This is an optimization exercise on Yosys and OpenROAD, whose aim is small area and a short achievable clock period, not a production implementation.
RTL that was checked went through simulation tests only; none was proved equivalent to the original.
Power and IR drop assume default switching activity.

## Router
module Router #(
	parameter LINK_WIDTH = 8,
	parameter PORTS = 5,
	parameter BUFFER_DEPTH = 4,
	parameter MESH_DIM = 4,
	parameter ROUTER_ID = 5
)(
	input clk,
	input rst,
	output router_out_wr_en_0,
	output router_out_wr_en_1,
	output router_out_wr_en_2,
	output router_out_wr_en_3,
	output router_out_wr_en_4,
	input [LINK_WIDTH-1:0] router_in_flit_0,
	input [LINK_WIDTH-1:0] router_in_flit_1,
	input [LINK_WIDTH-1:0] router_in_flit_2,
	input [LINK_WIDTH-1:0] router_in_flit_3,
	input [LINK_WIDTH-1:0] router_in_flit_4,
	output [LINK_WIDTH-1:0] router_out_flit_0,
	output [LINK_WIDTH-1:0] router_out_flit_1,
	output [LINK_WIDTH-1:0] router_out_flit_2,
	output [LINK_WIDTH-1:0] router_out_flit_3,
	output [LINK_WIDTH-1:0] router_out_flit_4,
	input router_in_wr_en_0,
	input router_in_wr_en_1,
	input router_in_wr_en_2,
	input router_in_wr_en_3,
	input router_in_wr_en_4,
	output reg router_out_full_0,
	output reg router_out_full_1,
	output reg router_out_full_2,
	output reg router_out_full_3,
	output reg router_out_full_4,
	input router_in_ON_OFF_0,
	input router_in_ON_OFF_1,
	input router_in_ON_OFF_2,
	input router_in_ON_OFF_3,
	input router_in_ON_OFF_4
);
localparam MY_X = ROUTER_ID % MESH_DIM;
localparam MY_Y = ROUTER_ID / MESH_DIM;
wire [7:0] in_flit [0:4];
assign in_flit[0] = router_in_flit_0;
assign in_flit[1] = router_in_flit_1;
  ...
==> flow/config.mk <==
export PLATFORM = sky130hd
export DESIGN_NAME = Router
export DESIGN_NICKNAME = Router
export VERILOG_FILES = /design/flow/design.v
export SDC_FILE = /design/flow/constraint.sdc
export NUM_CORES = 4
export LEC_CHECK = 0
export CAP_MARGIN = 20
export CORE_MARGIN = 2
export CORE_UTILIZATION = 40
export SETUP_SLACK_MARGIN = 4
export SLEW_MARGIN = 20
==> flow/constraint.sdc <==
create_clock -name core_clock -period 8.0 [get_ports {clk}]
set_input_delay 1.6000 -clock core_clock [delete_from_list [all_inputs] [get_ports {clk}]]
set_output_delay 1.6000 -clock core_clock [all_outputs]
set_load 0.01 [all_outputs]
run.sh (not shown) runs the stock make flow with config.mk's settings and CLKGATE_MAP_FILE= SYNTH_SCRIPT=/design/flow/synth_recipe.tcl, a recipe that flattens the netlist after the stock synthesis.
Change:
SETUP_SLACK_MARGIN = 3   (was 4)
Worst hold slack is worse by 0.0065 ns; critical path depth goes down by 3; combinational power goes down by roughly a tenth; cell area goes down by a little under a tenth; setup slack is worse by 0.43 ns; non-clock buffer count goes down by 92; utilization goes down by 4.4 points; total power goes down by a few percent; sequential power hardly moves; first-iteration DRC count stays flat.
Function was not checked in any run of this note: the RTL went through the layout flow alone.

## build 35
Another version of the RTL of Router (not shown whole).
For scale: ~1300 cells after synthesis, about 100 I/O pins, ~12000 um2 of cells after synthesis.
Settings: LEC_CHECK=0, CAP_MARGIN=20, CORE_MARGIN=2, CORE_UTILIZATION=40, CTS_BUF_LIST=sky130_fd_sc_hd__clkbuf_8, CTS_CLUSTER_DIAMETER=60, CTS_CLUSTER_SIZE=16, SETUP_SLACK_MARGIN=4.0, SLEW_MARGIN=20, SYNTH_HIERARCHICAL=1, SYNTH_MINIMUM_KEEP_SIZE=0; clock period 8.0 ns.
standard.sh (not shown) runs the stock make flow with config.mk's settings and CLKGATE_MAP_FILE= SYNTH_SCRIPT=/design/flow/synth_recipe.tcl, a recipe that flattens the netlist after the stock synthesis.
==> flow/flow/run.sh <==
#!/bin/bash
# Standard ORFS layout (the standard.sh), with the port buffers set to a
# plain buffer cell. Each tool's output goes to standard.log.
export BUFFER_PORTS_ARGS="-buffer_cell sky130_fd_sc_hd__buf_1"
bash standard.sh > standard.log 2>&1
Here is what was changed in the inputs of build 16 compared with build 35.
==> flow/flow/run.sh <==
#!/bin/bash
# Standard ORFS layout (the standard.sh), with the port buffers set to a
# plain buffer cell. Each tool's output goes to standard.log.
export BUFFER_PORTS_ARGS="-buffer_cell sky130_fd_sc_hd__buf_2"
bash standard.sh > standard.log 2>&1
diff --git a/flow/config.mk b/flow/config.mk
--- a/flow/config.mk
+++ b/flow/config.mk
@@ -12,5 +12,5 @@
 export CTS_CLUSTER_DIAMETER = 60
 export CTS_CLUSTER_SIZE = 16
-export SETUP_SLACK_MARGIN = 4.0
+export SETUP_SLACK_MARGIN = 4.4
 export SLEW_MARGIN = 20
 export SYNTH_HIERARCHICAL = 1
--- outcome ---
- On proportion of cell area occupied by multi-input gates: build 16 sits below build 35.
- Going from build 35 to build 16, count of clock-buffer cells in the layout rose by about 4%, wire length rose by 1400 um, first-pass detailed-route iteration total fell by 5, number of placed instances with taps included stayed essentially flat, cell area power density fell by about 3%.
- The non-clock buffer count in the final layout in build 16 is 1.5 times that in build 35.
Edits applied to the flow inputs when going from build 16 to build 9:
==> flow/flow/run.sh <==
#!/bin/bash
# Standard ORFS layout (the standard.sh), with the port buffers set to a
# plain buffer cell. Each tool's output goes to standard.log.
export BUFFER_PORTS_ARGS="-buffer_cell sky130_fd_sc_hd__buf_1"
bash standard.sh > standard.log 2>&1
diff --git a/flow/config.mk b/flow/config.mk
--- a/flow/config.mk
+++ b/flow/config.mk
@@ -12,5 +12,5 @@
 export CTS_CLUSTER_DIAMETER = 60
 export CTS_CLUSTER_SIZE = 16
-export SETUP_SLACK_MARGIN = 4.4
+export SETUP_SLACK_MARGIN = 4.2
 export SLEW_MARGIN = 20
 export SYNTH_HIERARCHICAL = 1
## What came out
Final cell area: build 9 below build 16. Going from build 16 to build 9, minimum clock period after layout went up 92 ps; share of the clock period used by the worst path went up 1.1 points; achievable clock frequency went down about 2.4%. On met3 layer usage reported by global route: build 9 sits above build 16.

Starting RTL as in the previous note.
## Router
module Router #(
	parameter LINK_WIDTH = 8,
	parameter PORTS = 5,
	parameter BUFFER_DEPTH = 4,
	parameter MESH_DIM = 4,
	parameter ROUTER_ID = 5
)(
	input clk,
	input rst,
	output router_out_wr_en_0,
	output router_out_wr_en_1,
	output router_out_wr_en_2,
	output router_out_wr_en_3,
	output router_out_wr_en_4,
	input [LINK_WIDTH-1:0] router_in_flit_0,
	input [LINK_WIDTH-1:0] router_in_flit_1,
	input [LINK_WIDTH-1:0] router_in_flit_2,
	input [LINK_WIDTH-1:0] router_in_flit_3,
	input [LINK_WIDTH-1:0] router_in_flit_4,
	output [LINK_WIDTH-1:0] router_out_flit_0,
	output [LINK_WIDTH-1:0] router_out_flit_1,
	output [LINK_WIDTH-1:0] router_out_flit_2,
	output [LINK_WIDTH-1:0] router_out_flit_3,
	output [LINK_WIDTH-1:0] router_out_flit_4,
	input router_in_wr_en_0,
	input router_in_wr_en_1,
	input router_in_wr_en_2,
	input router_in_wr_en_3,
	input router_in_wr_en_4,
	output reg router_out_full_0,
	output reg router_out_full_1,
	output reg router_out_full_2,
	output reg router_out_full_3,
	output reg router_out_full_4,
	input router_in_ON_OFF_0,
	input router_in_ON_OFF_1,
	input router_in_ON_OFF_2,
	input router_in_ON_OFF_3,
	input router_in_ON_OFF_4
);
clock: 8.0 ns
lec_check: 0
cap_margin: 20
core_margin: 2
core_utilization: 40
cts_buf_list: sky130_fd_sc_hd__clkbuf_16
cts_cluster_diameter: 80
cts_cluster_size: 28
setup_slack_margin: 4.2
slew_margin: 20
synth_hierarchical: 1
synth_minimum_keep_size: 0
==> flow/flow/run.sh <==
#!/bin/bash
# Standard ORFS layout (the standard.sh), with the port buffers set to a
# plain buffer cell. Each tool's output goes to standard.log.
export BUFFER_PORTS_ARGS="-buffer_cell sky130_fd_sc_hd__buf_1"
bash standard.sh > standard.log 2>&1
The starting point passed the timing, DRC and antenna checks.
Then changed:
--- a/flow/config.mk
+++ b/flow/config.mk
@@ -10,6 +10,6 @@
 export CORE_UTILIZATION = 40
-export CTS_BUF_LIST = sky130_fd_sc_hd__clkbuf_16
-export CTS_CLUSTER_DIAMETER = 80
-export CTS_CLUSTER_SIZE = 28
-export SETUP_SLACK_MARGIN = 4.2
+export CTS_BUF_LIST = sky130_fd_sc_hd__clkbuf_8
+export CTS_CLUSTER_DIAMETER = 60
+export CTS_CLUSTER_SIZE = 16
+export SETUP_SLACK_MARGIN = 4.4
 export SLEW_MARGIN = 20
Result:
- fmax grows by about 3.3%
- utilization grows by 1.6 points
- combinational power grows by about 8%
- hold slack got worse by 0.017 ns
- setup slack improved by 0.12 ns
- clock-buffer cell count grows by 10

-- re-timing with driven ports --
No port has a modelled driver above. Below, the same layouts with a new extraction and two added sets of constraints. Step 1 (the two cells are an assumption about what drives the block):
set clk [get_ports {clk}]
set_driving_cell -lib_cell sky130_fd_sc_hd__clkbuf_16 $clk
set_driving_cell -lib_cell sky130_fd_sc_hd__buf_2 [delete_from_list [all_inputs] $clk]
Step 2 moves the port delays by t, midway between the first and last clock arrival at a register: inputs arrive t later, outputs are due t later. That takes back most of the time a late clock gives input paths. a / b / c = ideal ports / drivers / drivers and shift; a / b = the first two.
run | shift t [ns] | setup WS [ns] | worst register clock-pin slew, ns | worst slew at a driven data input, ns
the first run of note 1 | 0.609 | 3.509 / 3.460 / 3.547 | 0.07 / 0.07 | 0.21
the second run of note 1 | 0.607 | 3.079 / 3.031 / 3.091 | 0.06 / 0.06 | 0.05
build 35 | 0.601 | 4.081 / 4.026 / 3.511 | 0.10 / 0.10 | 0.07
build 16 | 0.619 | 4.311 / 4.163 / 3.750 | 0.11 / 0.11 | 0.22
build 9 | 0.626 | 4.220 / 4.146 / 3.668 | 0.10 / 0.10 | 0.10
the first run of note 3 | 0.544 | 4.216 / 4.144 / 3.747 | 0.11 / 0.11 | 0.14
the second run of note 3 | 0.621 | 4.338 / 4.236 / 3.761 | 0.11 / 0.11 | 0.18
After both steps setup and hold are still met in every run listed. The setup slack of the second run of note 3, which loses most, moves by -0.102 ns with the drivers and by -0.577 ns with both steps.
